Background: an optimization exercise with open tools, aiming at small area and a short achievable clock period. Do not read the settings as production practice.
Where RTL was checked, it was by simulation tests only, not by an equivalence proof against the original.
For run 4, only the layout was checked, not whether the RTL still works.
Power is estimated from default activity; no workload was simulated.

==> design/flow/standard.sh <==
#!/bin/bash
# synth_recipe.tcl (not shown) runs the flow's synth.tcl, then flattens the netlist and writes it again
# the make line also repeats each setting of config.mk as NAME=value (left out here)
make -C /OpenROAD-flow-scripts/flow DESIGN_CONFIG=/design/flow/config.mk WORK_HOME=/design/flow/orfs CLKGATE_MAP_FILE= SYNTH_SCRIPT=/design/flow/synth_recipe.tcl "${@:-finish}"
==> design/flow/flow/run.sh <==
#!/bin/bash
# Layout flow: the standard flow (standard.sh, unchanged synthesis),
# with the port buffers made of buf_4 cells instead of the slow delay-cell
# buffers the resizer otherwise picks (and cannot resize away).
set -euo pipefail
echo 'export BUFFER_PORTS_ARGS = -buffer_cell sky130_fd_sc_hd__buf_4' >> config.mk
bash standard.sh > standard_flow.log 2>&1
==> design/flow/design.v <==
`timescale 1ns / 1ps
module rf_read_port
    #(parameter DATA_SIZE = 32)
    (
    input wire [8 * DATA_SIZE - 1:0] i_rf,
    input wire [7:0] i_sel,
    input wire i_fwd_res,
    input wire [DATA_SIZE - 1:0] i_wr_result,
    input wire i_fwd_ld,
    input wire [DATA_SIZE - 1:0] i_data,
    output reg [DATA_SIZE - 1:0] o_value
    );
    integer k;
    always @(*)
    begin
        o_value = ({DATA_SIZE{i_fwd_res}} & i_wr_result) | ({DATA_SIZE{i_fwd_ld}} & i_data);
        for (k = 0; k < 8; k = k + 1)
            o_value = o_value | ({DATA_SIZE{i_sel[k]}} & i_rf[k * DATA_SIZE +: DATA_SIZE]);
    end
endmodule
module add_unit
    #(parameter DATA_SIZE = 32)
    (
    input wire [DATA_SIZE - 1:0] i_q,
    input wire [DATA_SIZE - 1:0] i_p,
    input wire i_sub,
    output wire [DATA_SIZE - 1:0] o_sum,
    output wire [DATA_SIZE - 1:0] o_and,
    output wire [DATA_SIZE - 1:0] o_xor,
    output wire [DATA_SIZE - 1:0] o_nor
    );
    wire [DATA_SIZE - 1:0] c;
    wire [DATA_SIZE - 1:0] b;
    add_xor #(.DATA_SIZE(DATA_SIZE)) INV (.i_q(i_p), .i_p({DATA_SIZE{i_sub}}), .o_xor(b));
    add_xor #(.DATA_SIZE(DATA_SIZE)) PROP (.i_q(i_q), .i_p(b), .o_xor(o_xor));
    add_and #(.DATA_SIZE(DATA_SIZE)) GEN (.i_q(i_q), .i_b(b), .o_and(o_and), .o_nor(o_nor));
    add_prefix #(.DATA_SIZE(DATA_SIZE)) CARRY (.i_g(o_and), .i_p(o_xor), .i_cin(i_sub), .o_c(c));
    add_sum #(.DATA_SIZE(DATA_SIZE)) SUM (.i_p(o_xor), .i_c(c), .o_sum(o_sum));
endmodule
module add_xor
    #(parameter DATA_SIZE = 32)
    (
    input wire [DATA_SIZE - 1:0] i_q,
    input wire [DATA_SIZE - 1:0] i_p,
    output wire [DATA_SIZE - 1:0] o_xor
    );
    assign o_xor = i_q ^ i_p;
endmodule
module add_and
    #(parameter DATA_SIZE = 32)
    (
    input wire [DATA_SIZE - 1:0] i_q,
    input wire [DATA_SIZE - 1:0] i_b,
    output wire [DATA_SIZE - 1:0] o_and,
    output wire [DATA_SIZE - 1:0] o_nor
    );
    assign o_and = i_q & i_b;
    assign o_nor = ~(i_q | i_b);
endmodule
module add_prefix
    #(parameter DATA_SIZE = 32)
    (
    input wire [DATA_SIZE - 1:0] i_g,
    input wire [DATA_SIZE - 1:0] i_p,
    input wire i_cin,
    output wire [DATA_SIZE - 1:0] o_c
    );
    wire [DATA_SIZE - 1:0] g0 = {i_g[DATA_SIZE - 2:0], i_cin};
    wire [DATA_SIZE - 1:0] p0 = {i_p[DATA_SIZE - 2:0], 1'b0};
    wire [15:0] L0_T_g, L0_T_p;
    add_prefix_aoi #(.K(16), .WITH_P(1)) L0_T (
        .i_g_hi({g0[31], g0[29], g0[27], g0[25], g0[23], g0[21], g0[19], g0[17], g0[15], g0[13], g0[11], g0[9], g0[7], g0[5], g0[3], g0[1]}),
        .i_p_hi({p0[31], p0[29], p0[27], p0[25], p0[23], p0[21], p0[19], p0[17], p0[15], p0[13], p0[11], p0[9], p0[7], p0[5], p0[3], p0[1]}),
        .i_g_lo({g0[30], g0[28], g0[26], g0[24], g0[22], g0[20], g0[18], g0[16], g0[14], g0[12], g0[10], g0[8], g0[6], g0[4], g0[2], g0[0]}),
        .i_p_lo({p0[30], p0[28], p0[26], p0[24], p0[22], p0[20], p0[18], p0[16], p0[14], p0[12], p0[10], p0[8], p0[6], p0[4], p0[2], 1'b0}),
        .o_g(L0_T_g), .o_p(L0_T_p));
    wire gi_0 = ~L0_T_g[0];
    wire gi_1 = ~L0_T_g[2];
    wire gi_2 = ~L0_T_g[4];
    wire gi_3 = ~L0_T_g[6];
    wire gi_4 = ~L0_T_g[8];
    wire gi_5 = ~L0_T_g[10];
    wire gi_6 = ~L0_T_g[12];
    wire gi_7 = ~L0_T_g[14];
    wire pi_8 = ~L0_T_p[0];
    wire pi_9 = ~L0_T_p[2];
    wire pi_10 = ~L0_T_p[4];
    wire pi_11 = ~L0_T_p[6];
    wire pi_12 = ~L0_T_p[8];
    wire pi_13 = ~L0_T_p[10];
    wire pi_14 = ~L0_T_p[12];
    wire pi_15 = ~L0_T_p[14];
    wire [7:0] L1_T_g, L1_T_p;
    add_prefix_aoi #(.K(8), .WITH_P(1)) L1_T (
        .i_g_hi({g0[30], g0[26], g0[22], g0[18], g0[14], g0[10], g0[6], g0[2]}),
        .i_p_hi({p0[30], p0[26], p0[22], p0[18], p0[14], p0[10], p0[6], p0[2]}),
        .i_g_lo({gi_7, gi_6, gi_5, gi_4, gi_3, gi_2, gi_1, gi_0}),
        .i_p_lo({pi_15, pi_14, pi_13, pi_12, pi_11, pi_10, pi_9, pi_8}),
        .o_g(L1_T_g), .o_p(L1_T_p));
    wire [7:0] L1_N_g, L1_N_p;
    add_prefix_oai #(.K(8), .WITH_P(1)) L1_N (
        .i_g_hi({L0_T_g[15], L0_T_g[13], L0_T_g[11], L0_T_g[9], L0_T_g[7], L0_T_g[5], L0_T_g[3], L0_T_g[1]}),
        .i_p_hi({L0_T_p[15], L0_T_p[13], L0_T_p[11], L0_T_p[9], L0_T_p[7], L0_T_p[5], L0_T_p[3], L0_T_p[1]}),
        .i_g_lo({L0_T_g[14], L0_T_g[12], L0_T_g[10], L0_T_g[8], L0_T_g[6], L0_T_g[4], L0_T_g[2], L0_T_g[0]}),
        .i_p_lo({L0_T_p[14], L0_T_p[12], L0_T_p[10], L0_T_p[8], L0_T_p[6], L0_T_p[4], L0_T_p[2], L0_T_p[0]}),
        .o_g(L1_N_g), .o_p(L1_N_p));
    wire [7:0] L2_T_g, L2_T_p;
    add_prefix_aoi #(.K(8), .WITH_P(1)) L2_T (
        .i_g_hi({L1_N_g[7], g0[28], L1_N_g[5], g0[20], L1_N_g[3], g0[12], L1_N_g[1], g0[4]}),
        .i_p_hi({L1_N_p[7], p0[28], L1_N_p[5], p0[20], L1_N_p[3], p0[12], L1_N_p[1], p0[4]}),
        .i_g_lo({L1_N_g[6], L1_N_g[6], L1_N_g[4], L1_N_g[4], L1_N_g[2], L1_N_g[2], L1_N_g[0], L1_N_g[0]}),
        .i_p_lo({L1_N_p[6], L1_N_p[6], L1_N_p[4], L1_N_p[4], L1_N_p[2], L1_N_p[2], L1_N_p[0], L1_N_p[0]}),
        .o_g(L2_T_g), .o_p(L2_T_p));
    wire gi_16 = ~L1_N_g[0];
    wire gi_17 = ~L1_N_g[2];
    wire gi_18 = ~L1_N_g[4];
    wire gi_19 = ~L1_N_g[6];
    wire pi_20 = ~L1_N_p[0];
    wire pi_21 = ~L1_N_p[2];
    wire pi_22 = ~L1_N_p[4];
    wire pi_23 = ~L1_N_p[6];
    wire [7:0] L2_N_g, L2_N_p;
    add_prefix_oai #(.K(8), .WITH_P(1)) L2_N (
        .i_g_hi({L1_T_g[7], L0_T_g[14], L1_T_g[5], L0_T_g[10], L1_T_g[3], L0_T_g[6], L1_T_g[1], L0_T_g[2]}),
        .i_p_hi({L1_T_p[7], L0_T_p[14], L1_T_p[5], L0_T_p[10], L1_T_p[3], L0_T_p[6], L1_T_p[1], L0_T_p[2]}),
        .i_g_lo({gi_19, gi_19, gi_18, gi_18, gi_17, gi_17, gi_16, gi_16}),
        .i_p_lo({pi_23, pi_23, pi_22, pi_22, pi_21, pi_21, pi_20, pi_20}),
        .o_g(L2_N_g), .o_p(L2_N_p));
    wire gi_24 = ~L2_T_g[1];
    wire gi_25 = ~L2_T_g[5];
    wire pi_26 = ~L2_T_p[1];
    wire pi_27 = ~L2_T_p[5];
    wire [7:0] L3_T_g, L3_T_p;
    add_prefix_aoi #(.K(8), .WITH_P(1)) L3_T (
        .i_g_hi({L2_N_g[7], L2_N_g[6], L1_N_g[6], g0[24], L2_N_g[3], L2_N_g[2], L1_N_g[2], g0[8]}),
        .i_p_hi({L2_N_p[7], L2_N_p[6], L1_N_p[6], p0[24], L2_N_p[3], L2_N_p[2], L1_N_p[2], p0[8]}),
        .i_g_lo({gi_25, gi_25, gi_25, gi_25, gi_24, gi_24, gi_24, gi_24}),
        .i_p_lo({pi_27, pi_27, pi_27, pi_27, pi_26, pi_26, pi_26, pi_26}),
        .o_g(L3_T_g), .o_p(L3_T_p));
    wire [7:0] L3_N_g, L3_N_p;
    add_prefix_oai #(.K(8), .WITH_P(1)) L3_N (
        .i_g_hi({L2_T_g[7], L2_T_g[6], L1_T_g[6], L0_T_g[12], L2_T_g[3], L2_T_g[2], L1_T_g[2], L0_T_g[4]}),
        .i_p_hi({L2_T_p[7], L2_T_p[6], L1_T_p[6], L0_T_p[12], L2_T_p[3], L2_T_p[2], L1_T_p[2], L0_T_p[4]}),
        .i_g_lo({L2_T_g[5], L2_T_g[5], L2_T_g[5], L2_T_g[5], L2_T_g[1], L2_T_g[1], L2_T_g[1], L2_T_g[1]}),
        .i_p_lo({L2_T_p[5], L2_T_p[5], L2_T_p[5], L2_T_p[5], L2_T_p[1], L2_T_p[1], L2_T_p[1], L2_T_p[1]}),
        .o_g(L3_N_g), .o_p(L3_N_p));
    wire [7:0] L4_T_g, L4_T_p;
    add_prefix_aoi #(.K(8), .WITH_P(0)) L4_T (
        .i_g_hi({L3_N_g[7], L3_N_g[6], L3_N_g[5], L3_N_g[4], L2_N_g[5], L2_N_g[4], L1_N_g[4], g0[16]}),
        .i_p_hi({L3_N_p[7], L3_N_p[6], L3_N_p[5], L3_N_p[4], L2_N_p[5], L2_N_p[4], L1_N_p[4], p0[16]}),
        .i_g_lo({L3_N_g[3], L3_N_g[3], L3_N_g[3], L3_N_g[3], L3_N_g[3], L3_N_g[3], L3_N_g[3], L3_N_g[3]}),
        .i_p_lo({L3_N_p[3], L3_N_p[3], L3_N_p[3], L3_N_p[3], L3_N_p[3], L3_N_p[3], L3_N_p[3], L3_N_p[3]}),
        .o_g(L4_T_g), .o_p(L4_T_p));
    wire gi_28 = ~L3_N_g[3];
    wire pi_29 = ~L3_N_p[3];
    wire [7:0] L4_N_g, L4_N_p;
    add_prefix_oai #(.K(8), .WITH_P(0)) L4_N (
        .i_g_hi({L3_T_g[7], L3_T_g[6], L3_T_g[5], L3_T_g[4], L2_T_g[5], L2_T_g[4], L1_T_g[4], L0_T_g[8]}),
        .i_p_hi({L3_T_p[7], L3_T_p[6], L3_T_p[5], L3_T_p[4], L2_T_p[5], L2_T_p[4], L1_T_p[4], L0_T_p[8]}),
        .i_g_lo({gi_28, gi_28, gi_28, gi_28, gi_28, gi_28, gi_28, gi_28}),
        .i_p_lo({pi_29, pi_29, pi_29, pi_29, pi_29, pi_29, pi_29, pi_29}),
        .o_g(L4_N_g), .o_p(L4_N_p));
    assign o_c = {L4_T_g[7], L4_N_g[7], L4_N_g[6], L4_T_g[6], L4_N_g[5], L4_T_g[5], L4_T_g[4], L4_N_g[4], L4_N_g[3], L4_T_g[3], L4_T_g[2], L4_N_g[2], L4_T_g[1], L4_N_g[1], L4_N_g[0], L4_T_g[0], L3_N_g[3], L3_T_g[3], L3_T_g[2], L3_N_g[2], L3_T_g[1], L3_N_g[1], L3_N_g[0], L3_T_g[0], L2_T_g[1], L2_N_g[1], L2_N_g[0], L2_T_g[0], L1_N_g[0], L1_T_g[0], L0_T_g[0], g0[0]};
endmodule
module add_sum
    #(parameter DATA_SIZE = 32)
    (
    input wire [DATA_SIZE - 1:0] i_p,
    input wire [DATA_SIZE - 1:0] i_c,
    output wire [DATA_SIZE - 1:0] o_sum
    );
    assign o_sum = i_p ^ i_c ^ 32'h96696996;
endmodule
module add_prefix_aoi
    #(parameter K = 16, parameter WITH_P = 1)
    (
    input wire [K - 1:0] i_g_hi,
    input wire [K - 1:0] i_p_hi,
    input wire [K - 1:0] i_g_lo,
    input wire [K - 1:0] i_p_lo,
    output wire [K - 1:0] o_g,
    output wire [K - 1:0] o_p
    );
    assign o_g = ~(i_g_hi | (i_p_hi & i_g_lo));
    assign o_p = WITH_P ? ~(i_p_hi & i_p_lo) : {K{1'b0}};
endmodule
module add_prefix_oai
    #(parameter K = 16, parameter WITH_P = 1)
    (
    input wire [K - 1:0] i_g_hi,
    input wire [K - 1:0] i_p_hi,
    input wire [K - 1:0] i_g_lo,
    input wire [K - 1:0] i_p_lo,
    output wire [K - 1:0] o_g,
    output wire [K - 1:0] o_p
    );
    assign o_g = ~(i_g_hi & (i_p_hi | i_g_lo));
    assign o_p = WITH_P ? ~(i_p_hi | i_p_lo) : {K{1'b0}};
endmodule
module shift_unit
    #(parameter DATA_SIZE = 32)
    (
    input wire [DATA_SIZE - 1:0] i_q,
    input wire [4:0] i_n,
    input wire i_left,
    input wire i_arith,
    output wire [DATA_SIZE - 1:0] o_value,
    output wire o_fill
    );
    assign o_fill = i_arith & i_q[DATA_SIZE - 1];
    wire [3:0] a = 4'b0001 << i_n[1:0];
    wire [3:0] b = 4'b0001 << i_n[3:2];
    wire [DATA_SIZE - 1:0] x1, x2;
    shift_step_a #(.DATA_SIZE(DATA_SIZE)) STEP_A (
        .i_x(i_q), .i_fill(o_fill), .i_sel_r(a & {4{~i_left}}), .i_sel_l(a & {4{i_left}}), .o_y(x1));
    shift_step_b #(.DATA_SIZE(DATA_SIZE)) STEP_B (
        .i_x(x1), .i_fill(o_fill), .i_sel(b), .o_y(x2));
    shift_step_c #(.DATA_SIZE(DATA_SIZE)) STEP_C (
        .i_x(x2), .i_fill(o_fill), .i_n4(i_n[4]), .o_y(o_value));
endmodule
module shift_step_a
    #(parameter DATA_SIZE = 32)
    (
    input wire [DATA_SIZE - 1:0] i_x,
    input wire i_fill,
    input wire [3:0] i_sel_r,
    input wire [3:0] i_sel_l,
    output reg [DATA_SIZE - 1:0] o_y
    );
    integer i, k;
    always @(*)
    begin
        for (i = 0; i < DATA_SIZE; i = i + 1)
        begin
            o_y[i] = 1'b0;
            for (k = 0; k < 4; k = k + 1)
                if (i + k < DATA_SIZE)
                    o_y[i] = o_y[i] | (i_sel_r[k] & i_x[i + k]) | (i_sel_l[k] & i_x[DATA_SIZE - 1 - i - k]);
                else
                    o_y[i] = o_y[i] | (i_sel_r[k] & i_fill);
        end
    end
endmodule
module shift_step_b
    #(parameter DATA_SIZE = 32)
    (
    input wire [DATA_SIZE - 1:0] i_x,
    input wire i_fill,
    input wire [3:0] i_sel,
    output reg [DATA_SIZE - 1:0] o_y
    );
    integer i, k;
    always @(*)
    begin
        for (i = 0; i < DATA_SIZE; i = i + 1)
        begin
            o_y[i] = 1'b0;
            for (k = 0; k < 4; k = k + 1)
                o_y[i] = o_y[i] | (i_sel[k] & ((i + 4 * k < DATA_SIZE) ? i_x[i + 4 * k] : i_fill));
        end
    end
endmodule
module shift_step_c
    #(parameter DATA_SIZE = 32)
    (
    input wire [DATA_SIZE - 1:0] i_x,
    input wire i_fill,
    input wire i_n4,
    output wire [DATA_SIZE - 1:0] o_y
    );
    assign o_y = i_n4 ? {{(DATA_SIZE / 2){i_fill}}, i_x[DATA_SIZE - 1:DATA_SIZE / 2]} : i_x;
endmodule
`timescale 1ns / 1ps
module core_pipeline
    #(
      parameter ADDRESS_SIZE = 10,
      parameter DATA_SIZE = 32
     )
    (
    input wire i_clk,
    input wire i_rst_n,
    input wire i_sys_stop,
    input wire i_sys_start,
    input wire signed [DATA_SIZE - 1:0] i_data,
    input wire [15:0] i_instruction,
    output wire o_read,
    output wire o_write,
    output wire [ADDRESS_SIZE - 1:0] o_address,
    output wire signed [DATA_SIZE - 1:0] o_data,
    output wire [ADDRESS_SIZE - 1:0] o_program_counter
    );
    reg r_sys_halt;
    always @(posedge i_clk)
    begin
        if (i_sys_stop)
            r_sys_halt <= 1'b1;
        else if (i_sys_start)
            r_sys_halt <= 1'b0;
    end
    reg [ADDRESS_SIZE - 1:0] r_pc;      
    reg [15:0] r_ir_read;               
    reg [15:0] r_ir_exec;               
    reg        r_wr_we;                 
    reg        r_wr_load;               
    reg [2:0]  r_wr_dest;               
    reg [DATA_SIZE - 1:0] r_wr_result;  
    reg [DATA_SIZE - 1:0] r_rf [0:7];   
    wire [15:0] ir = r_ir_exec;
    wire g_alu  = ir[15:14] == 2'b11;
    wire g_brl  = ir[15:14] == 2'b01;
    wire g_mem  = ir[15:14] == 2'b00;
    wire g_ctrl = ir[15:14] == 2'b10;
    wire i_arith = g_alu & ~ir[13];
    wire i_logic = g_alu & ir[13] & ~ir[9];
    wire i_halt  = g_alu & ir[9];
    wire i_loadc = g_mem & (ir[13:12] == 2'b01);
    reg r_ex_store, r_ex_load;           
    wire i_store = r_ex_store;
    wire i_load  = r_ex_load;
    wire i_shl   = g_brl & ir[13];
    wire i_shr   = g_brl & ~ir[13];
    wire ex_we = (g_alu & ~ir[9]) | g_brl | i_loadc | i_load;
    wire [2:0] ex_dest = g_mem ? ir[10:8] : ir[8:6];
    wire [15:0] ir_rd = r_ir_read;
    wire [2:0] rd_idx_p = ir_rd[2:0];
    wire [2:0] rd_idx_q = (ir_rd[15:14] == 2'b11) ? ir_rd[5:3] :
                          (ir_rd[15:12] == 4'b0011) ? ir_rd[2:0] :
                          (ir_rd[15:14] == 2'b00) ? ir_rd[10:8] : ir_rd[8:6];
    wire rd_fwd_p = ex_we & (ex_dest == rd_idx_p);
    wire rd_fwd_q = ex_we & (ex_dest == rd_idx_q);
    reg [7:0] r_sel_p, r_sel_q;
    reg r_fwd_p_res, r_fwd_p_ld, r_fwd_q_res, r_fwd_q_ld;
    integer s;
    always @(posedge i_clk)
    begin
        if (~r_sys_halt)
        begin
            for (s = 0; s < 8; s = s + 1)
            begin
                r_sel_p[s] <= ~rd_fwd_p & (rd_idx_p == s);
                r_sel_q[s] <= ~rd_fwd_q & (rd_idx_q == s);
            end
            r_fwd_p_res <= rd_fwd_p & ~i_load;
            r_fwd_p_ld <= rd_fwd_p & i_load;
            r_fwd_q_res <= rd_fwd_q & ~i_load;
            r_fwd_q_ld <= rd_fwd_q & i_load;
        end
    end
    wire [8 * DATA_SIZE - 1:0] rf_flat = {r_rf[7], r_rf[6], r_rf[5], r_rf[4],
                                          r_rf[3], r_rf[2], r_rf[1], r_rf[0]};
    wire [DATA_SIZE - 1:0] op_p, op_q;
    rf_read_port #(.DATA_SIZE(DATA_SIZE)) READ_P (
        .i_rf(rf_flat), .i_sel(r_sel_p), .i_fwd_res(r_fwd_p_res), .i_wr_result(r_wr_result),
        .i_fwd_ld(r_fwd_p_ld), .i_data(i_data), .o_value(op_p));
    rf_read_port #(.DATA_SIZE(DATA_SIZE)) READ_Q (
        .i_rf(rf_flat), .i_sel(r_sel_q), .i_fwd_res(r_fwd_q_res), .i_wr_result(r_wr_result),
        .i_fwd_ld(r_fwd_q_ld), .i_data(i_data), .o_value(op_q));
    wire [DATA_SIZE - 1:0] w_wr_value = r_wr_load ? i_data : r_wr_result;
    wire sub = ~ir[13] & ir[12];
    wire [DATA_SIZE - 1:0] sum, g0, p0, n0;
    add_unit #(.DATA_SIZE(DATA_SIZE)) ADDER (
        .i_q(op_q), .i_p(op_p), .i_sub(sub),
        .o_sum(sum), .o_and(g0), .o_xor(p0), .o_nor(n0));
    wire lg_a = i_logic & (ir[11] ? ir[12] : ~ir[12]);                       
    wire lg_x = i_logic & (ir[12] ? ~(ir[11] | ir[10]) : (ir[11] | ir[10]));  
    wire lg_n = i_logic & ir[12];                                             
    function [DATA_SIZE - 1:0] rev;
        input [DATA_SIZE - 1:0] x;
        integer k;
        begin
            for (k = 0; k < DATA_SIZE; k = k + 1)
                rev[k] = x[DATA_SIZE - 1 - k];
        end
    endfunction
    wire [DATA_SIZE - 1:0] sh_r;
    wire sh_fill;
    shift_unit #(.DATA_SIZE(DATA_SIZE)) SHIFTER (
        .i_q(op_q), .i_n(g_brl ? ir[4:0] : 5'd0), .i_left(i_shl), .i_arith(ir[12]),
        .o_value(sh_r), .o_fill(sh_fill));
    wire s_add = i_arith;
    wire s_shr = (i_shr & ~ir[5]) | g_mem;
    wire s_shl = i_shl & ~ir[5];
    wire s_fill = i_shr & ir[5] & sh_fill;
    wire [DATA_SIZE - 1:0] s_shr_v = {{(DATA_SIZE - 8){s_shr}}, {8{s_shr & ~i_loadc}}};
    wire [DATA_SIZE - 1:0] result =
        ({DATA_SIZE{s_add}} & sum) |
        ({DATA_SIZE{lg_a}} & g0) | ({DATA_SIZE{lg_x}} & p0) | ({DATA_SIZE{lg_n}} & n0) |
        (s_shr_v & sh_r) | ({DATA_SIZE{s_shl}} & rev(sh_r)) |
        {{(DATA_SIZE - 8){s_fill}}, {8{s_fill}} | ({8{i_loadc}} & ir[7:0])};
    assign o_read = i_load;
    assign o_write = i_store;
    assign o_address = (i_load | i_store) ? op_q[ADDRESS_SIZE - 1:0] : {ADDRESS_SIZE{1'b0}};
    assign o_data = i_store ? op_p : {DATA_SIZE{1'b0}};
    reg cond;
    always @(*)
    begin
        case (ir[11:9])
            3'd0: cond = op_q[DATA_SIZE - 1];
            3'd1: cond = ~op_q[DATA_SIZE - 1];
            3'd2: cond = op_q == 0;
            3'd3: cond = op_q != 0;
            default: cond = 1'b0;
        endcase
    end
    wire take = g_ctrl & (~ir[12] | cond);
    wire [ADDRESS_SIZE - 1:0] target = ir[13] ? op_p[ADDRESS_SIZE - 1:0] :
        r_pc + {{(ADDRESS_SIZE - 6){ir[5]}}, ir[5:0]};
    always @(posedge i_clk, negedge i_rst_n)
    begin
        if (~i_rst_n)
            r_pc <= 0;
        else if (~r_sys_halt)
        begin
            if (take)
                r_pc <= target;
            else if (~i_halt)
                r_pc <= r_pc + 1'b1;
        end
    end
    assign o_program_counter = r_pc;
    always @(posedge i_clk, negedge i_rst_n)
    begin
        if (~i_rst_n)
        begin
            r_ir_read[15:11] <= 5'd0;
            r_ir_exec[15:11] <= 5'd0;
            r_ex_store <= 1'b0;
            r_ex_load <= 1'b0;
        end
        else if (~r_sys_halt)
        begin
            if (take)
            begin
                r_ir_read[15:11] <= 5'd0;
                r_ir_exec[15:11] <= 5'd0;
                r_ex_store <= 1'b0;
                r_ex_load <= 1'b0;
            end
            else
            begin
                r_ir_read[15:11] <= i_instruction[15:11];
                r_ir_exec[15:11] <= r_ir_read[15:11];
                r_ex_store <= (r_ir_read[15:12] == 4'b0010);
                r_ex_load <= (r_ir_read[15:12] == 4'b0011);
            end
        end
    end
    always @(posedge i_clk)
    begin
        if (~r_sys_halt)
        begin
            r_ir_read[10:0] <= i_instruction[10:0];
            r_ir_exec[10:0] <= r_ir_read[10:0];
        end
    end
    always @(posedge i_clk, negedge i_rst_n)
    begin
        if (~i_rst_n)
            r_wr_we <= 1'b0;
        else if (~r_sys_halt)
            r_wr_we <= ex_we;
    end
    always @(posedge i_clk)
    begin
        if (~r_sys_halt)
        begin
            r_wr_load <= i_load;
            r_wr_dest <= ex_dest;
            r_wr_result <= result;
        end
    end
    integer r;
    always @(posedge i_clk, negedge i_rst_n)
    begin
        if (~i_rst_n)
        begin
            for (r = 0; r < 8; r = r + 1)
                r_rf[r] <= 0;
        end
        else if (r_wr_we)
            r_rf[r_wr_dest] <= w_wr_value;
    end
endmodule
==> design/flow/constraint.sdc <==
create_clock -name core_clock -period 7.0 [get_ports {i_clk}]
set_input_delay 1.4000 -clock core_clock [delete_from_list [all_inputs] [get_ports {i_clk}]]
set_output_delay 1.4000 -clock core_clock [all_outputs]
set_load 0.01 [all_outputs]
==> design/flow/config.mk <==
export PLATFORM = sky130hd
export DESIGN_NAME = core_pipeline
export DESIGN_NICKNAME = core_pipeline
export VERILOG_FILES = /design/flow/design.v
export SDC_FILE = /design/flow/constraint.sdc
export NUM_CORES = 4
export LEC_CHECK = 0
export CAP_MARGIN = 20
export CORE_MARGIN = 2
export CORE_UTILIZATION = 55
export PLACE_DENSITY = 0.65
export SETUP_SLACK_MARGIN = 3.6
export SLEW_MARGIN = 20
export SYNTH_HIERARCHICAL = 1
export TNS_END_PERCENT = 0
export BUFFER_PORTS_ARGS = -buffer_cell sky130_fd_sc_hd__buf_4
==> results of run 1 <==
-- per-stage QoR --
| stage | setup WS (ns) | hold slack [ns] | total power, mW | cells | instance area (µm²) |
|---|---|---|---|---|---|
| after floorplan | 2.94 | 0.420 | 7.53 | 2569 | 23500 |
| after global placement | 2.05 | 0.431 | 9.03 | 3044 | 24400 |
| after detailed placement | 1.95 | 0.430 | 9.16 | 3044 | 24400 |
| after CTS | 3.17 | 0.441 | 11.8 | 3239 | 27000 |
| after global routing | 3.07 | 0.447 | 13.1 | 3287 | 28000 |
| final | 3.11 | 0.440 | 12.5 | 3287 | 28000 |
-- how the worst min path moves through the flow --
stage / startpoint / end
floorplan: r_ir_read[7]$_DFFE_PN_ / r_ir_exec[7]$_DFFE_PN_
global placement: r_ir_read[5]$_DFFE_PN_ / r_ir_exec[5]$_DFFE_PN_
detailed placement: r_ir_read[7]$_DFFE_PN_ / r_ir_exec[7]$_DFFE_PN_
CTS: r_ir_read[5]$_DFFE_PN_ / r_ir_exec[5]$_DFFE_PN_
global route: r_ir_read[7]$_DFFE_PN_ / r_ir_exec[7]$_DFFE_PN_
finish: r_ir_read[5]$_DFFE_PN_ / r_ir_exec[5]$_DFFE_PN_
-- state kept, by name (all words and copies together) (netlist names) --
| signal | flops |
|---|---|
| r_pc | 10 |
| r_fwd_q_res | 1 |
| r_ir_exec | 16 |
| r_sel_p | 8 |
| r_sys_halt | 1 |
| r_rf | 256 |
| r_ir_read | 16 |
| r_fwd_p_ld | 1 |
| r_wr_result | 32 |
| r_wr_we | 1 |
| r_wr_dest | 3 |
| r_fwd_p_res | 1 |
| r_ex_store | 1 |
| r_ex_load | 1 |
| r_wr_load | 1 |
| r_fwd_q_ld | 1 |
| r_sel_q | 8 |
-- where the power goes --
| group | switching [mW] | internal [mW] | total, mW |
|---|---|---|---|
| Combinational | 3.76 | 2.69 | 6.45 |
| Clock | 0.920 | 1.29 | 2.21 |
| Sequential | 0.839 | 3.03 | 3.87 |
-- cell type report --
| class | instances | area share (%) |
|---|---|---|
| Clock buffer | 64 | 4.38 |
| Timing Repair inverter | 1 | 0.0313 |
| Clock inverter | 14 | 0.510 |
| Tap cell | 539 | 2.41 |
| Sequential cell | 358 | 33.4 |
| Timing Repair Buffer | 319 | 9.46 |
| Inverter | 38 | 0.617 |
| Multi-Input combinational cell | 1954 | 49.2 |
-- worst register-to-register path: stages, from the launching register on --
cell and delay [ns]:
sky130_fd_sc_hd__edfxtp_1 0.50, sky130_fd_sc_hd__buf_8 0.27, sky130_fd_sc_hd__a221oi_2 0.35, sky130_fd_sc_hd__nand4_1 0.24
sky130_fd_sc_hd__buf_4 0.24, sky130_fd_sc_hd__nor4_1 0.38, sky130_fd_sc_hd__nand4_1 0.32, sky130_fd_sc_hd__o2111a_1 0.36
sky130_fd_sc_hd__o31a_2 0.48, sky130_fd_sc_hd__or4_1 0.51, sky130_fd_sc_hd__nand4_1 0.10
-- timing repair --
item / in CTS / in global routing
resized for setup: 58 / 116
pin swaps: 58 / 65
hold endpoints to repair: 0 / 0
cloned: 0 / 1
setup endpoints to repair: 96 / 96
setup buffers: 117 / 47
-- routing by layer --
layer | up-vias | share of wire [%]
li1 | 10000 | -
met1 | 11500 | 36
met2 | 1826 | 44
met3 | 519 | 11
met4 | 0 | 8.6
met5 | - | 0
==> results.txt, run 1 <==
# TYPE chip_impl_metric gauge
chip_impl_info{name="run_status",value="finished clean"} 1
chip_impl_metric{name="p_leak",unit="nW"} 11.0
chip_impl_metric{name="routability_driven_placement_congestion_ratio",unit=""} 1.02
chip_impl_info{name="critPathKind",value="reg2out"} 1
chip_impl_metric{name="die_width",unit="µm"} 210
chip_impl_metric{name="antenna_found_initial",unit=""} 0
chip_impl_metric{name="syn_area",unit="µm²"} 23400
chip_impl_metric{name="floorplan.core_area",unit="µm²"} 42000
chip_impl_metric{name="max_freq",unit="GHz"} 0.257
chip_impl_metric{name="slew_headroom",unit="%"} 28.6
chip_impl_metric{name="timing.reg2reg.worst_path_depth",unit=""} 10
chip_impl_metric{name="syn-instance-count",unit=""} 2569
chip_impl_metric{name="finalCoreUtilization",unit="%"} 66.6
chip_impl_metric{name="timing.final.setup_violations",unit=""} 0
chip_impl_metric{name="tritoncts.num_buffers",unit=""} 42
chip_impl_metric{name="port_buffers",unit=""} 105
chip_impl_info{name="grt_busiest_layer",value="met2"} 1
chip_impl_info{name="unrepaired_setup_endpoints_after_global_routing",value="true"} 1
chip_impl_metric{name="worst-path-stages",unit=""} 6
chip_impl_metric{name="io_pins",unit=""} 106
chip_impl_metric{name="diodes",unit=""} 0
chip_impl_metric{name="setup.reg_to_reg.worst_slack",unit="ns"} 3.17
chip_impl_metric{name="drt_drc_violations_left",unit=""} 0
chip_impl_metric{name="placementRows",unit=""} 75
chip_impl_metric{name="clkLatencyLatePin",unit="ns"} 0.59
chip_impl_info{name="worst_hold_path_type",value="reg2reg"} 1
chip_impl_metric{name="tightestPinTransition",unit="ns"} 1.07
chip_impl_metric{name="first_pass_iters",unit=""} 8
chip_impl_metric{name="grt_util_met1",unit="%"} 54.7
chip_impl_info{name="critical_path.startpoint",value="r_sel_q[0]$_DFFE_PN_"} 1
chip_impl_metric{name="hold_viol_final",unit=""} 0
chip_impl_metric{name="critical_path.n_buffers_inverters",unit=""} 3
chip_impl_metric{name="grt_max_degree",unit=""} 141
chip_impl_metric{name="crit_fanout",unit=""} 32
chip_impl_metric{name="layout-drive-gt1-share",unit="%"} 23.9
chip_impl_metric{name="grt_remaining_overflow",unit=""} 0
chip_impl_metric{name="grt_use_met3",unit="%"} 8.60
chip_impl_metric{name="slew_viol_final",unit=""} 0
chip_impl_metric{name="fill_cells",unit=""} 3441
chip_impl_metric{name="number_of_buffers_on_the_longest_clock_path",unit=""} 3
chip_impl_metric{name="final.setup.tns",unit="ns"} 0
chip_impl_metric{name="timing.final.crit_period",unit="ns"} 3.89
chip_impl_metric{name="h-tree-depth",unit=""} 2
chip_impl_metric{name="grt_use_met2",unit="%"} 65.2
chip_impl_info{name="tritoncts",value="yes"} 1
chip_impl_metric{name="place_hpwl",unit="mm"} 57.8
chip_impl_metric{name="final-seq-area",unit="µm²"} 9350
chip_impl_metric{name="syn_area_per_cell",unit="µm²"} 9.12
chip_impl_info{name="cts_root_buf",value="sky130_fd_sc_hd__clkbuf_16"} 1
chip_impl_metric{name="finalNetCount",unit=""} 2777
chip_impl_metric{name="maxCapViolations",unit=""} 0
chip_impl_metric{name="dr_total_vias",unit=""} 23900
chip_impl_metric{name="clock_sinks",unit=""} 358
chip_impl_metric{name="worst_ep_required_time",unit="ns"} 5.60
chip_impl_metric{name="synthesis.nets",unit=""} 2632
chip_impl_info{name="layout.cells.most_common",value="sky130_fd_sc_hd__a22oi_1"} 1
chip_impl_metric{name="footprint_of_the_multi_input_gates",unit="µm²"} 13800
chip_impl_info{name="most-common-layout-cells",value="342 x sky130_fd_sc_hd__a22oi_1, 285 x sky130_fd_sc_hd__buf_4, 277 x sky130_fd_sc_hd__nand2_1, 277 x sky130_fd_sc_hd__dfrtp_1, 187 x sky130_fd_sc_hd__nor2_1"} 1
chip_impl_info{name="critical_path.most_common_cell",value="sky130_fd_sc_hd__buf_4"} 1
chip_impl_info{name="worst_path_max_delay_cell",value="sky130_fd_sc_hd__buf_4"} 1
chip_impl_metric{name="ant_nets",unit=""} 0
chip_impl_metric{name="critPathMaxStageDelay",unit="ns"} 0.55
chip_impl_metric{name="post_cts_hold_buffer_count",unit=""} 0
chip_impl_metric{name="clk_pin_slew",unit="ns"} 0.06
chip_impl_metric{name="totalWireLength",unit="mm"} 96.9
chip_impl_metric{name="drt_iter0_drc",unit=""} 3897
chip_impl_info{name="critical_path.reg2reg.startpoint",value="r_fwd_q_res$_DFFE_PN_"} 1
chip_impl_info{name="r2r_path_end",value="r_pc[7]$_DFFE_PN0P_"} 1
chip_impl_metric{name="grt_util_all_layers",unit="%"} 42.8
chip_impl_metric{name="die_height",unit="µm"} 210
chip_impl_info{name="timing.critical_path.cells",value="buf_4 > a22oi_1 > nand4_1 > buf_4 > nor2b_1 > buf_4"} 1
chip_impl_metric{name="skew",unit="ns"} 0.0377
chip_impl_metric{name="hold-path-cell-count",unit=""} 0
chip_impl_metric{name="syn2layout_area_growth",unit="%"} 19.4
chip_impl_info{name="critical_path.endpoint",value="o_address[0]"} 1
chip_impl_metric{name="initial_utilization",unit="%"} 55.8
chip_impl_info{name="cp-start-kind",value="flop"} 1
chip_impl_metric{name="timing.final.crit_share",unit="%"} 55.6
chip_impl_metric{name="synth-warning-count",unit=""} 11
chip_impl_metric{name="worstPathArrival",unit="ns"} 2.49
chip_impl_metric{name="first_global_vias",unit=""} 22500
chip_impl_metric{name="design.die.area",unit="µm²"} 44300
chip_impl_metric{name="irDropWorstVdd",unit="µV"} 264
chip_impl_metric{name="vias_per_cell",unit=""} 7.26
chip_impl_info{name="worst_setup_path_end_kind",value="primary output"} 1
chip_impl_metric{name="power_density",unit="nW/µm²"} 448
chip_impl_info{name="timing.critical_path.max_delay_family",value="buffers and inverters"} 1
chip_impl_metric{name="post_drt_wl_per_cell",unit="µm"} 29.5
chip_impl_metric{name="grt_pass1_wl",unit="mm"} 142
==> run 2: changes to the inputs <==
==> design/flow/flow/run.sh (replaced) <==
#!/bin/bash
# Layout flow: the standard flow (standard.sh, unchanged synthesis),
# with the port buffers made of buf_4 cells instead of the slow delay-cell
# buffers (clkdlybuf4s50) the flow otherwise picks.
set -euo pipefail
echo 'export BUFFER_PORTS_ARGS = -buffer_cell sky130_fd_sc_hd__buf_4' >> config.mk
bash standard.sh > standard_flow.log 2>&1
==> run 2 against run 1 <==
Effect of this change:
- critical endpoint unchanged
- largest power group unchanged
- non-clock buffer count is the same
- maximum frequency is the same
- clock power is essentially flat
- sequential share of layout area is the same
- sequential cell count is the same
- sequential power is essentially flat
- highest routed layer unchanged
==> results.txt, run 2 <==
# TYPE chip_impl_metric gauge
chip_impl_metric{name="grt_util_met1",unit="%"} 54.7
chip_impl_metric{name="initial_utilization",unit="%"} 55.8
chip_impl_metric{name="syn_area",unit="µm²"} 23400
chip_impl_metric{name="grt_max_degree",unit=""} 141
chip_impl_metric{name="syn-instance-count",unit=""} 2569
chip_impl_metric{name="tightestPinTransition",unit="ns"} 1.07
chip_impl_info{name="layout.cells.most_common",value="sky130_fd_sc_hd__a22oi_1"} 1
chip_impl_metric{name="fill_cells",unit=""} 3441
chip_impl_metric{name="syn2layout_area_growth",unit="%"} 19.4
chip_impl_metric{name="placementRows",unit=""} 75
chip_impl_metric{name="worstPathArrival",unit="ns"} 2.49
chip_impl_info{name="unrepaired_setup_endpoints_after_global_routing",value="true"} 1
chip_impl_metric{name="h-tree-depth",unit=""} 2
chip_impl_metric{name="die_width",unit="µm"} 210
chip_impl_metric{name="timing.final.setup_violations",unit=""} 0
chip_impl_info{name="critPathKind",value="reg2out"} 1
chip_impl_metric{name="grt_use_met3",unit="%"} 8.60
chip_impl_metric{name="port_buffers",unit=""} 105
chip_impl_metric{name="synthesis.nets",unit=""} 2632
chip_impl_info{name="worstHoldStart",value="r_ir_read[5]$_DFFE_PN_"} 1
chip_impl_metric{name="totalWireLength",unit="mm"} 96.9
chip_impl_metric{name="die_height",unit="µm"} 210
chip_impl_metric{name="post_drt_wl_per_cell",unit="µm"} 29.5
chip_impl_metric{name="skew",unit="ns"} 0.0377
chip_impl_metric{name="max_freq",unit="GHz"} 0.257
chip_impl_metric{name="grt_pass1_wl",unit="mm"} 142
chip_impl_metric{name="p_leak",unit="nW"} 11.0
chip_impl_info{name="worst_hold_path_type",value="reg2reg"} 1
chip_impl_metric{name="syn_area_per_cell",unit="µm²"} 9.12
chip_impl_info{name="most-common-layout-cells",value="342 x sky130_fd_sc_hd__a22oi_1, 285 x sky130_fd_sc_hd__buf_4, 277 x sky130_fd_sc_hd__nand2_1, 277 x sky130_fd_sc_hd__dfrtp_1, 187 x sky130_fd_sc_hd__nor2_1"} 1
chip_impl_metric{name="crit_fanout",unit=""} 32
chip_impl_metric{name="first_global_vias",unit=""} 22500
chip_impl_metric{name="grt_remaining_overflow",unit=""} 0
chip_impl_info{name="cts_root_buf",value="sky130_fd_sc_hd__clkbuf_16"} 1
chip_impl_metric{name="synth-warning-count",unit=""} 11
chip_impl_metric{name="post_cts_hold_buffer_count",unit=""} 0
chip_impl_metric{name="vias_per_cell",unit=""} 7.26
chip_impl_metric{name="timing.final.crit_period",unit="ns"} 3.89
chip_impl_metric{name="slew_headroom",unit="%"} 28.6
chip_impl_info{name="run_status",value="finished clean"} 1
chip_impl_metric{name="hold_viol_final",unit=""} 0
chip_impl_metric{name="irDropWorstVdd",unit="µV"} 264
chip_impl_metric{name="maxCapViolations",unit=""} 0
chip_impl_metric{name="drt_iter0_drc",unit=""} 3897
chip_impl_metric{name="dr_total_vias",unit=""} 23900
chip_impl_info{name="regMostFlops",value="r_rf"} 1
chip_impl_info{name="cp-start-kind",value="flop"} 1
chip_impl_metric{name="first_pass_iters",unit=""} 8
chip_impl_metric{name="design.die.area",unit="µm²"} 44300
chip_impl_metric{name="clock_sinks",unit=""} 358
chip_impl_metric{name="grt_util_all_layers",unit="%"} 42.8
chip_impl_metric{name="number_of_buffers_on_the_longest_clock_path",unit=""} 3
chip_impl_metric{name="clkLatencyLatePin",unit="ns"} 0.59
chip_impl_metric{name="drt_drc_violations_left",unit=""} 0
chip_impl_info{name="critical_path.reg2reg.startpoint",value="r_fwd_q_res$_DFFE_PN_"} 1
chip_impl_info{name="worst_setup_path_end_kind",value="primary output"} 1
chip_impl_metric{name="layout-drive-gt1-share",unit="%"} 23.9
chip_impl_metric{name="finalNetCount",unit=""} 2777
chip_impl_metric{name="worst_ep_required_time",unit="ns"} 5.60
chip_impl_metric{name="worst_hold_slack",unit="ns"} 0.440
chip_impl_metric{name="ant_nets",unit=""} 0
chip_impl_metric{name="final.setup.tns",unit="ns"} 0
chip_impl_metric{name="antenna_found_initial",unit=""} 0
chip_impl_info{name="grt_busiest_layer",value="met2"} 1
chip_impl_info{name="tritoncts",value="yes"} 1
chip_impl_metric{name="tritoncts.num_buffers",unit=""} 42
chip_impl_metric{name="timing.final.crit_share",unit="%"} 55.6
chip_impl_metric{name="diodes",unit=""} 0
chip_impl_metric{name="grt_use_met2",unit="%"} 65.2
chip_impl_metric{name="io_pins",unit=""} 106
chip_impl_metric{name="max_reg_flops",unit=""} 256
chip_impl_metric{name="place_hpwl",unit="mm"} 57.8
chip_impl_metric{name="slew_viol_final",unit=""} 0
chip_impl_metric{name="routability_driven_placement_congestion_ratio",unit=""} 1.02
chip_impl_info{name="reg.largest.list",value="r_rf (256), r_wr_result (32)"} 1
chip_impl_metric{name="floorplan.core_area",unit="µm²"} 42000
chip_impl_metric{name="power_density",unit="nW/µm²"} 448
chip_impl_metric{name="clk_pin_slew",unit="ns"} 0.06
chip_impl_info{name="critical_path.startpoint",value="r_sel_q[0]$_DFFE_PN_"} 1
[run 2: cell counts in the layout (fill, tap and decap cells not counted)]
Identical to the previous run, type by type.
[run 2: worst paths after layout]
| check | cells past startpoint | end | slack [ns] |
|---|---|---|---|
| min in group asynchronous | 1 | r_rf[2][25]$_DFFE_PN0P_ | 0.79 |
| setup reg to reg | 10 | r_pc[7]$_DFFE_PN0P_ | 3.17 |
| hold / removal | 0 | r_ir_exec[5]$_DFFE_PN_ | 0.44 |
| hold reg to reg | 0 | r_ir_exec[5]$_DFFE_PN_ | 0.44 |
| max in group asynchronous | 2 | r_rf[0][12]$_DFFE_PN0P_ | 4.83 |
| setup / recovery | 6 | o_address[0] | 3.11 |
[run 2: per-stage QoR]
stage                     std cells  power (mW)  area, µm²  utilization [%]  worst slack [ns]
final                          3287        12.5      28000             66.6              3.11
after global routing           3287        13.1      28000             66.6              3.07
after CTS                      3239        11.8      27000             64.2              3.17
after detailed placement       3044        9.16      24400             58.0              1.95
after global placement         3044        9.03      24400             58.0              2.05
after floorplan                2569        7.53      23500                -              2.94
[run 2: report_power, final]
part	switching, mW	total [mW]	internal, mW
logic	3.76	6.45	2.69
registers	0.839	3.87	3.03
clock network	0.920	2.21	1.29
[run 2: cell type report]
cell class	instances	area (µm²)	area share, %
multi-input cells	1954	13800	49.2
clock buffers	64	1220	4.38
repair buffers	319	2650	9.46
flip-flops and latches	358	9350	33.4
repair inverters	1	8.76	0.0313
clock inverters	14	143	0.510
well taps	539	674	2.41
inverters	38	173	0.617
[run 2: worst max-delay path, stage by stage (launching register included)]
cell	delay (ns)
sky130_fd_sc_hd__edfxtp_1	0.32
sky130_fd_sc_hd__buf_4	0.55
sky130_fd_sc_hd__a22oi_1	0.15
sky130_fd_sc_hd__nand4_1	0.15
sky130_fd_sc_hd__buf_4	0.20
sky130_fd_sc_hd__nor2b_1	0.32
sky130_fd_sc_hd__buf_4	0.19
[run 2: per-layer routing]
metal  vias up  share of wire, %
met1     11500                36
li1      10000                 -
met4         0               8.6
met2      1826                44
met3       519                11
met5         -                 0
[run 2: what timing repair did]
item / CTS / global route
pin swaps: 58 / 65
gates cloned: 0 / 1
hold endpoints to repair: 0 / 0
setup buffers: 117 / 47
endpoints found under the setup margin: 96 / 96
gates resized for setup: 58 / 116
==> run 3: changes to the inputs <==
==> design/flow/flow/run.sh (replaced) <==
#!/bin/bash
# Layout flow: the standard flow (standard.sh, unchanged synthesis),
# with the port buffers made of buf_2 cells instead of the slow delay-cell
# buffers the resizer otherwise picks (and cannot resize away).
set -euo pipefail
echo 'export BUFFER_PORTS_ARGS = -buffer_cell sky130_fd_sc_hd__buf_2' >> config.mk
bash standard.sh > standard_flow.log 2>&1
--- a/design/flow/config.mk
+++ b/design/flow/config.mk
@@ -13,4 +13,4 @@
 export SLEW_MARGIN = 20
 export SYNTH_HIERARCHICAL = 1
 export TNS_END_PERCENT = 0
-export BUFFER_PORTS_ARGS = -buffer_cell sky130_fd_sc_hd__buf_4
+export BUFFER_PORTS_ARGS = -buffer_cell sky130_fd_sc_hd__buf_2
==> run 3 against run 2 <==
Effect of this change:
- routed wire length fell by 1.6%
- sequential cell count is the same
- design area is 1.0% lower
- core utilization shrank 0.67 points
- sequential share of layout area grew 0.33 points
- synthesized cell count unchanged
- maximum frequency shrank 0.64%
==> results.txt, run 3 <==
# TYPE chip_impl_metric gauge
chip_impl_info{name="run_status",value="finished clean"} 1
chip_impl_info{name="worst_setup_path_end_kind",value="primary output"} 1
chip_impl_metric{name="timing.final.crit_period",unit="ns"} 3.92
chip_impl_metric{name="placementRows",unit=""} 75
chip_impl_info{name="reg.largest.list",value="r_rf (256), r_wr_result (32)"} 1
chip_impl_metric{name="post_drt_wl_per_cell",unit="µm"} 29.0
chip_impl_metric{name="antenna_found_initial",unit=""} 5
chip_impl_metric{name="design_power_total",unit="mW"} 12.3
chip_impl_metric{name="post_cts_hold_buffer_count",unit=""} 0
chip_impl_metric{name="worstPathArrival",unit="ns"} 2.52
chip_impl_metric{name="vias_per_cell",unit=""} 7.20
chip_impl_metric{name="h-tree-depth",unit=""} 2
chip_impl_metric{name="place_hpwl",unit="mm"} 57.7
chip_impl_metric{name="clk_pin_slew",unit="ns"} 0.06
chip_impl_metric{name="max_reg_flops",unit=""} 256
chip_impl_metric{name="number_of_buffers_on_the_longest_clock_path",unit=""} 3
chip_impl_metric{name="maxCapViolations",unit=""} 0
chip_impl_metric{name="first_pass_iters",unit=""} 9
chip_impl_info{name="cp-start-kind",value="flop"} 1
chip_impl_metric{name="grt_util_all_layers",unit="%"} 42.5
chip_impl_metric{name="syn2layout_area_growth",unit="%"} 18.2
chip_impl_metric{name="tightestPinTransition",unit="ns"} 1.00
chip_impl_metric{name="p_leak",unit="nW"} 11.0
chip_impl_metric{name="crit_fanout",unit=""} 5
chip_impl_metric{name="drt_drc_violations_left",unit=""} 0
chip_impl_metric{name="io_pins",unit=""} 106
chip_impl_metric{name="timing.final.crit_share",unit="%"} 56.0
chip_impl_metric{name="hold_viol_final",unit=""} 0
chip_impl_metric{name="timing.final.setup_violations",unit=""} 0
chip_impl_metric{name="slew_viol_final",unit=""} 0
chip_impl_info{name="layout.cells.most_common",value="sky130_fd_sc_hd__a22oi_1"} 1
chip_impl_metric{name="final.setup.tns",unit="ns"} 0
chip_impl_info{name="critPathKind",value="reg2out"} 1
chip_impl_metric{name="die_width",unit="µm"} 210
chip_impl_metric{name="syn-instance-count",unit=""} 2569
chip_impl_metric{name="irDropWorstVdd",unit="µV"} 229
chip_impl_metric{name="finalNetCount",unit=""} 2776
chip_impl_info{name="most-common-layout-cells",value="337 x sky130_fd_sc_hd__a22oi_1, 279 x sky130_fd_sc_hd__nand2_1, 278 x sky130_fd_sc_hd__dfrtp_1"} 1
chip_impl_metric{name="grt_max_degree",unit=""} 117
chip_impl_metric{name="synth-warning-count",unit=""} 11
chip_impl_metric{name="fill_cells",unit=""} 3444
chip_impl_metric{name="clkLatencyLatePin",unit="ns"} 0.59
chip_impl_metric{name="floorplan.core_area",unit="µm²"} 42000
chip_impl_metric{name="slew_headroom",unit="%"} 33.1
chip_impl_metric{name="layout-drive-gt1-share",unit="%"} 23.2
chip_impl_metric{name="grt_remaining_overflow",unit=""} 0
chip_impl_metric{name="drt_iter0_drc",unit=""} 3800
chip_impl_metric{name="synthesis.nets",unit=""} 2632
chip_impl_metric{name="worst_ep_required_time",unit="ns"} 5.60
chip_impl_metric{name="die_height",unit="µm"} 210
chip_impl_metric{name="worst_hold_slack",unit="ns"} 0.448
chip_impl_metric{name="syn_area",unit="µm²"} 23400
chip_impl_metric{name="initial_utilization",unit="%"} 55.8
chip_impl_metric{name="first_global_vias",unit=""} 22600
chip_impl_metric{name="clock_sinks",unit=""} 358
chip_impl_metric{name="port_buffers",unit=""} 105
chip_impl_info{name="tritoncts",value="yes"} 1
chip_impl_metric{name="syn_area_per_cell",unit="µm²"} 9.12
chip_impl_info{name="cts_root_buf",value="sky130_fd_sc_hd__clkbuf_16"} 1
chip_impl_metric{name="dr_total_vias",unit=""} 23700
chip_impl_info{name="regMostFlops",value="r_rf"} 1
chip_impl_metric{name="power_density",unit="nW/µm²"} 443
chip_impl_metric{name="tritoncts.num_buffers",unit=""} 42
chip_impl_info{name="worst_hold_path_type",value="reg2reg"} 1
chip_impl_metric{name="max_freq",unit="GHz"} 0.255
chip_impl_metric{name="grt_pass1_wl",unit="mm"} 142
chip_impl_metric{name="skew",unit="ns"} 0.0192
chip_impl_metric{name="totalWireLength",unit="mm"} 95.3
chip_impl_metric{name="routability_driven_placement_congestion_ratio",unit=""} 0.996
chip_impl_info{name="unrepaired_setup_endpoints_after_global_routing",value="true"} 1
chip_impl_metric{name="ant_nets",unit=""} 0
chip_impl_metric{name="design.die.area",unit="µm²"} 44300
run 3: cell type report:
class | instances | area (µm²) | area share (%)
Clock inverter | 17 | 138 | 0.497
Timing Repair Buffer | 319 | 2570 | 9.30
Inverter | 38 | 159 | 0.574
Sequential cell | 358 | 9350 | 33.7
Tap cell | 539 | 674 | 2.43
Antenna cell | 3 | 7.51 | 0.0271
Multi-Input combinational cell | 1954 | 13600 | 49.1
Clock buffer | 58 | 1190 | 4.30
run 3: power breakdown:
part	leakage (nW)	internal, mW	switching (mW)
Clock	0.654	1.23	0.941
Combinational	6.37	2.59	3.64
Sequential	4.01	3.03	0.836
run 3: worst paths after layout:
check                                       start                         to  slack, ns  cells past startpoint
hold reg to reg            r_ir_read[5]$_DFFE_PN_     r_ir_exec[5]$_DFFE_PN_       0.45                      0
min in group asynchronous                 i_rst_n    r_rf[6][21]$_DFFE_PN0P_       0.83                      1
setup / recovery             r_sel_q[6]$_DFFE_PN_               o_address[2]       3.08                      8
setup reg to reg             r_sel_q[6]$_DFFE_PN_   r_wr_result[4]$_DFFE_PN_       3.09                     14
max in group asynchronous                 i_rst_n  r_ir_exec[12]$_DFFE_PN0N_       4.67                      2
hold / removal             r_ir_read[5]$_DFFE_PN_     r_ir_exec[5]$_DFFE_PN_       0.45                      0
run 3: worst max-delay path, stage by stage (launching register included):
cell and delay, ns:
sky130_fd_sc_hd__edfxtp_1 0.54, sky130_fd_sc_hd__buf_12 0.21, sky130_fd_sc_hd__buf_16 0.13, sky130_fd_sc_hd__a22o_1 0.20, sky130_fd_sc_hd__a221oi_2 0.17, sky130_fd_sc_hd__nand4_1 0.20
sky130_fd_sc_hd__buf_12 0.19, sky130_fd_sc_hd__nor2b_4 0.13, sky130_fd_sc_hd__buf_6 0.16
run 3: repair_timing:
item | CTS | global route
cloned | 3 | 0
resized for setup | 78 | 68
setup endpoints to repair | 96 | 96
setup buffers | 135 | 26
pin swaps | 68 | 59
run 3: metal layers:
metal / vias up / GRT usage, % / share of wire [%]
li1: 10000 / - / -
met3: 453 / 10.1 / 11
met4: 4 / 29.7 / 8.0
met1: 11400 / 54.2 / 37
met2: 1727 / 63.9 / 44
met5: - / 0 / 0.033
run 3: per-stage QoR:
step	utilization [%]	cells	instance area [µm²]	worst slack, ns
final	65.9	3286	27700	3.08
after floorplan	-	2569	23500	2.94
after detailed placement	57.4	3044	24100	1.83
after global routing	65.9	3286	27700	3.00
after global placement	57.4	3044	24100	2.01
after CTS	64.5	3257	27100	3.15
==> run 4: changes to the inputs <==
--- a/design/flow/design.v
+++ b/design/flow/design.v
@@ -1,6 +1,6 @@
 `timescale 1ns / 1ps
 module rf_read_port
-    #(parameter DATA_SIZE = 32)
+    #(parameter DATA_SIZE = 32, parameter GATED = 32)
     (
     input wire [8 * DATA_SIZE - 1:0] i_rf,
     input wire [7:0] i_sel,
@@ -8,7 +8,9 @@
     input wire [DATA_SIZE - 1:0] i_wr_result,
     input wire i_fwd_ld,
     input wire [DATA_SIZE - 1:0] i_data,
-    output reg [DATA_SIZE - 1:0] o_value
+    input wire i_en,
+    output reg [DATA_SIZE - 1:0] o_value,
+    output wire [GATED - 1:0] o_gated
     );
     integer k;
     always @(*)
@@ -17,6 +19,15 @@
         for (k = 0; k < 8; k = k + 1)
             o_value = o_value | ({DATA_SIZE{i_sel[k]}} & i_rf[k * DATA_SIZE +: DATA_SIZE]);
     end
+    assign o_gated = {GATED{i_en}} & o_value[GATED - 1:0];
+endmodule
+module zero_detect
+    #(parameter DATA_SIZE = 32)
+    (
+    input wire [DATA_SIZE - 1:0] i_x,
+    output wire o_zero
+    );
+    assign o_zero = ~|i_x;
 endmodule
 module add_unit
     #(parameter DATA_SIZE = 32)
@@ -349,12 +360,14 @@
     wire [8 * DATA_SIZE - 1:0] rf_flat = {r_rf[7], r_rf[6], r_rf[5], r_rf[4],
                                           r_rf[3], r_rf[2], r_rf[1], r_rf[0]};
     wire [DATA_SIZE - 1:0] op_p, op_q;
-    rf_read_port #(.DATA_SIZE(DATA_SIZE)) READ_P (
+    wire [DATA_SIZE - 1:0] w_data_out;
+    wire [ADDRESS_SIZE - 1:0] w_address_out;
+    rf_read_port #(.DATA_SIZE(DATA_SIZE), .GATED(DATA_SIZE)) READ_P (
         .i_rf(rf_flat), .i_sel(r_sel_p), .i_fwd_res(r_fwd_p_res), .i_wr_result(r_wr_result),
-        .i_fwd_ld(r_fwd_p_ld), .i_data(i_data), .o_value(op_p));
-    rf_read_port #(.DATA_SIZE(DATA_SIZE)) READ_Q (
+        .i_fwd_ld(r_fwd_p_ld), .i_data(i_data), .i_en(i_store), .o_value(op_p), .o_gated(w_data_out));
+    rf_read_port #(.DATA_SIZE(DATA_SIZE), .GATED(ADDRESS_SIZE)) READ_Q (
         .i_rf(rf_flat), .i_sel(r_sel_q), .i_fwd_res(r_fwd_q_res), .i_wr_result(r_wr_result),
-        .i_fwd_ld(r_fwd_q_ld), .i_data(i_data), .o_value(op_q));
+        .i_fwd_ld(r_fwd_q_ld), .i_data(i_data), .i_en(i_load | i_store), .o_value(op_q), .o_gated(w_address_out));
     wire [DATA_SIZE - 1:0] w_wr_value = r_wr_load ? i_data : r_wr_result;
     wire sub = ~ir[13] & ir[12];
     wire [DATA_SIZE - 1:0] sum, g0, p0, n0;
@@ -389,16 +402,18 @@
         {{(DATA_SIZE - 8){s_fill}}, {8{s_fill}} | ({8{i_loadc}} & ir[7:0])};
     assign o_read = i_load;
     assign o_write = i_store;
-    assign o_address = (i_load | i_store) ? op_q[ADDRESS_SIZE - 1:0] : {ADDRESS_SIZE{1'b0}};
-    assign o_data = i_store ? op_p : {DATA_SIZE{1'b0}};
+    assign o_address = w_address_out;   
+    assign o_data = w_data_out;         
+    wire q_zero;
+    zero_detect #(.DATA_SIZE(DATA_SIZE)) Q_ZERO (.i_x(op_q), .o_zero(q_zero));
     reg cond;
     always @(*)
     begin
         case (ir[11:9])
             3'd0: cond = op_q[DATA_SIZE - 1];
             3'd1: cond = ~op_q[DATA_SIZE - 1];
-            3'd2: cond = op_q == 0;
-            3'd3: cond = op_q != 0;
+            3'd2: cond = q_zero;
+            3'd3: cond = ~q_zero;
             default: cond = 1'b0;
         endcase
     end
==> run 4 against run 3 <==
Effect of this change:
- sequential cell count did not move
- register-to-register slack worse by 0.22 ns
- design area is 1.2% lower
- area after synthesis increased by 1.5%
- sequential share of layout area increased by 0.40 points
- power up 9.3%
- maximum frequency decreased by 5.3%
- core utilization is 2.1 points lower
- critical path depth grew 4
- non-clock buffer count down 33
==> results.txt, run 4 <==
# TYPE chip_impl_metric gauge
chip_impl_metric{name="synth-warning-count",unit=""} 12
chip_impl_metric{name="first_global_vias",unit=""} 22600
chip_impl_info{name="grt_busiest_layer",value="met2"} 1
chip_impl_info{name="cp-start-kind",value="input port"} 1
chip_impl_metric{name="grt_util_all_layers",unit="%"} 42.5
chip_impl_metric{name="fill_cells",unit=""} 3639
chip_impl_metric{name="irDropWorstVdd",unit="µV"} 296
chip_impl_metric{name="seqPwrFrac",unit="%"} 29.8
chip_impl_metric{name="vias_per_cell",unit=""} 7.17
chip_impl_metric{name="floorplan.core_area",unit="µm²"} 42900
chip_impl_metric{name="dr_total_vias",unit=""} 24000
chip_impl_metric{name="timing.final.crit_period",unit="ns"} 4.14
chip_impl_metric{name="maxCapViolations",unit=""} 0
chip_impl_info{name="worst_hold_path_type",value="reg2reg"} 1
chip_impl_metric{name="critical_path.n_buffers_inverters",unit=""} 3
chip_impl_metric{name="instances_no_fill",unit=""} 3344
chip_impl_metric{name="placement_stage_cell_area",unit="µm²"} 24600
chip_impl_info{name="run_status",value="finished clean"} 1
chip_impl_metric{name="worst_ep_required_time",unit="ns"} 7.27
chip_impl_info{name="timing.critical_path.max_delay_family",value="compound AO/OA/AOI/OAI gates"} 1
chip_impl_info{name="unrepaired_setup_endpoints_after_global_routing",value="true"} 1
chip_impl_info{name="reg.largest.list",value="r_rf (256), r_wr_result (32)"} 1
chip_impl_info{name="critical_path.most_common_cell",value="sky130_fd_sc_hd__buf_4"} 1
chip_impl_metric{name="skew",unit="ns"} 0.0260
chip_impl_info{name="critPathKind",value="in2reg"} 1
chip_impl_metric{name="ant_nets",unit=""} 0
chip_impl_metric{name="number_of_buffers_on_the_longest_clock_path",unit=""} 3
chip_impl_info{name="layout.cells.most_common",value="sky130_fd_sc_hd__a22oi_1"} 1
chip_impl_metric{name="place.detailed.instances",unit=""} 3158
chip_impl_metric{name="clock_sinks",unit=""} 358
chip_impl_metric{name="clkPwrFrac",unit="%"} 16.6
chip_impl_metric{name="syn_area_per_cell",unit="µm²"} 9.08
chip_impl_metric{name="grt_pass1_wl",unit="mm"} 143
chip_impl_info{name="regMostFlops",value="r_rf"} 1
chip_impl_metric{name="synthesis.nets",unit=""} 2682
chip_impl_metric{name="max_freq",unit="GHz"} 0.242
chip_impl_info{name="most-common-layout-cells",value="354 x sky130_fd_sc_hd__a22oi_1, 289 x sky130_fd_sc_hd__nand2_1, 279 x sky130_fd_sc_hd__dfrtp_1"} 1
chip_impl_metric{name="design.die.area",unit="µm²"} 44900
chip_impl_metric{name="die_height",unit="µm"} 212
chip_impl_metric{name="syn2layout_area_growth",unit="%"} 15.1
chip_impl_metric{name="power.internal",unit="mW"} 7.22
chip_impl_metric{name="final.setup.tns",unit="ns"} 0
chip_impl_metric{name="p_leak",unit="nW"} 10.8
chip_impl_metric{name="die_width",unit="µm"} 212
chip_impl_metric{name="grt_use_met3",unit="%"} 11.5
chip_impl_info{name="worst_path_max_delay_cell",value="sky130_fd_sc_hd__a221o_1"} 1
chip_impl_metric{name="grt_remaining_overflow",unit=""} 0
chip_impl_metric{name="grt_use_met2",unit="%"} 61.8
chip_impl_metric{name="power_density",unit="nW/µm²"} 490
run 4: power by group through the flow:
stage	Clock, mW	Sequential, mW	Combinational (mW)
floorplan	0	3.73	4.71
CTS	2.24	3.96	6.81
global placement	0	3.98	6.22
detailed placement	0	4.01	6.32
global route	2.33	4.09	7.68
finish	2.23	4.00	7.18
run 4: timing repair:
item                                   in CTS  in global routing
gates resized for setup                    52                 26
hold buffers                                0                  0
setup buffers                              98                 12
setup endpoints to repair                  96                 96
pin swaps                                  49                 24
endpoints found under the hold margin       0                  0
cloned                                      0                  0
run 4: per-stage QoR:
step	utilization [%]	setup slack [ns]	hold WS [ns]
final	63.8	2.86	0.470
after floorplan	-	2.65	0.420
after global placement	57.4	1.70	0.456
after global routing	63.8	2.75	0.486
after detailed placement	57.4	1.58	0.455
after CTS	63.2	2.96	0.468
run 4: metal layers:
metal	vias up	wire length, µm
li1	10200	-
met1	11600	38000
met2	1733	41300
met3	388	11500
met4	6	5820
met5	-	37
run 4: final timing paths:
path,slack (ns),to,depth (start not counted),startpoint
max,2.86,r_wr_result[9]$_DFFE_PN_,12,i_data[31]
min,0.47,r_ir_exec[7]$_DFFE_PN_,0,r_ir_read[7]$_DFFE_PN_
max reg2reg,2.87,r_wr_result[9]$_DFFE_PN_,13,r_sel_q[4]$_DFFE_PN_
min reg2reg,0.47,r_ir_exec[7]$_DFFE_PN_,0,r_ir_read[7]$_DFFE_PN_
max in group asynchronous,4.73,r_rf[1][16]$_DFFE_PN0P_,2,i_rst_n
min in group asynchronous,0.80,r_rf[6][29]$_DFFE_PN0P_,1,i_rst_n
run 4: cell type report:
class,instances,share of cell area (%)
Antenna cell,1,0.00914
Clock buffer,63,4.46
Clock inverter,12,0.571
Inverter,41,0.576
Multi-Input combinational cell,1998,50.2
Sequential cell,358,34.1
Tap cell,585,2.67
Timing Repair Buffer,286,7.33

## separate check: timing with driven ports
How much do the figures lean on ideal ports? The routed layouts below were timed once more, with nothing changed but the port constraints.
Step 1: set_driving_cell puts a clkbuf_16 on i_clk and a buf_2 on each other input, an assumption about the parent block.
Step 2 moves the port delays by t, midway between the first and last clock arrival at a register: inputs arrive t later, outputs are due t later. That takes back most of the time a late clock gives input paths.
Three values: no drivers, after step 1, after step 2; two values: the first two.
run	t, ns	setup WS [ns]	clock arrival spread, ns
run 1	0.634	3.106 / 3.023 / 2.561	0.038 / 0.038
run 2	0.634	3.106 / 3.023 / 2.561	0.038 / 0.038
run 3	0.637	3.081 / 3.021 / 2.475	0.019 / 0.019
run 4	0.638	2.863 / 2.869 / 2.265	0.026 / 0.026
After both steps setup and hold are still met in every run listed. The setup slack of run 3, which loses most, moves by -0.060 ns with the drivers and by -0.606 ns with both steps.
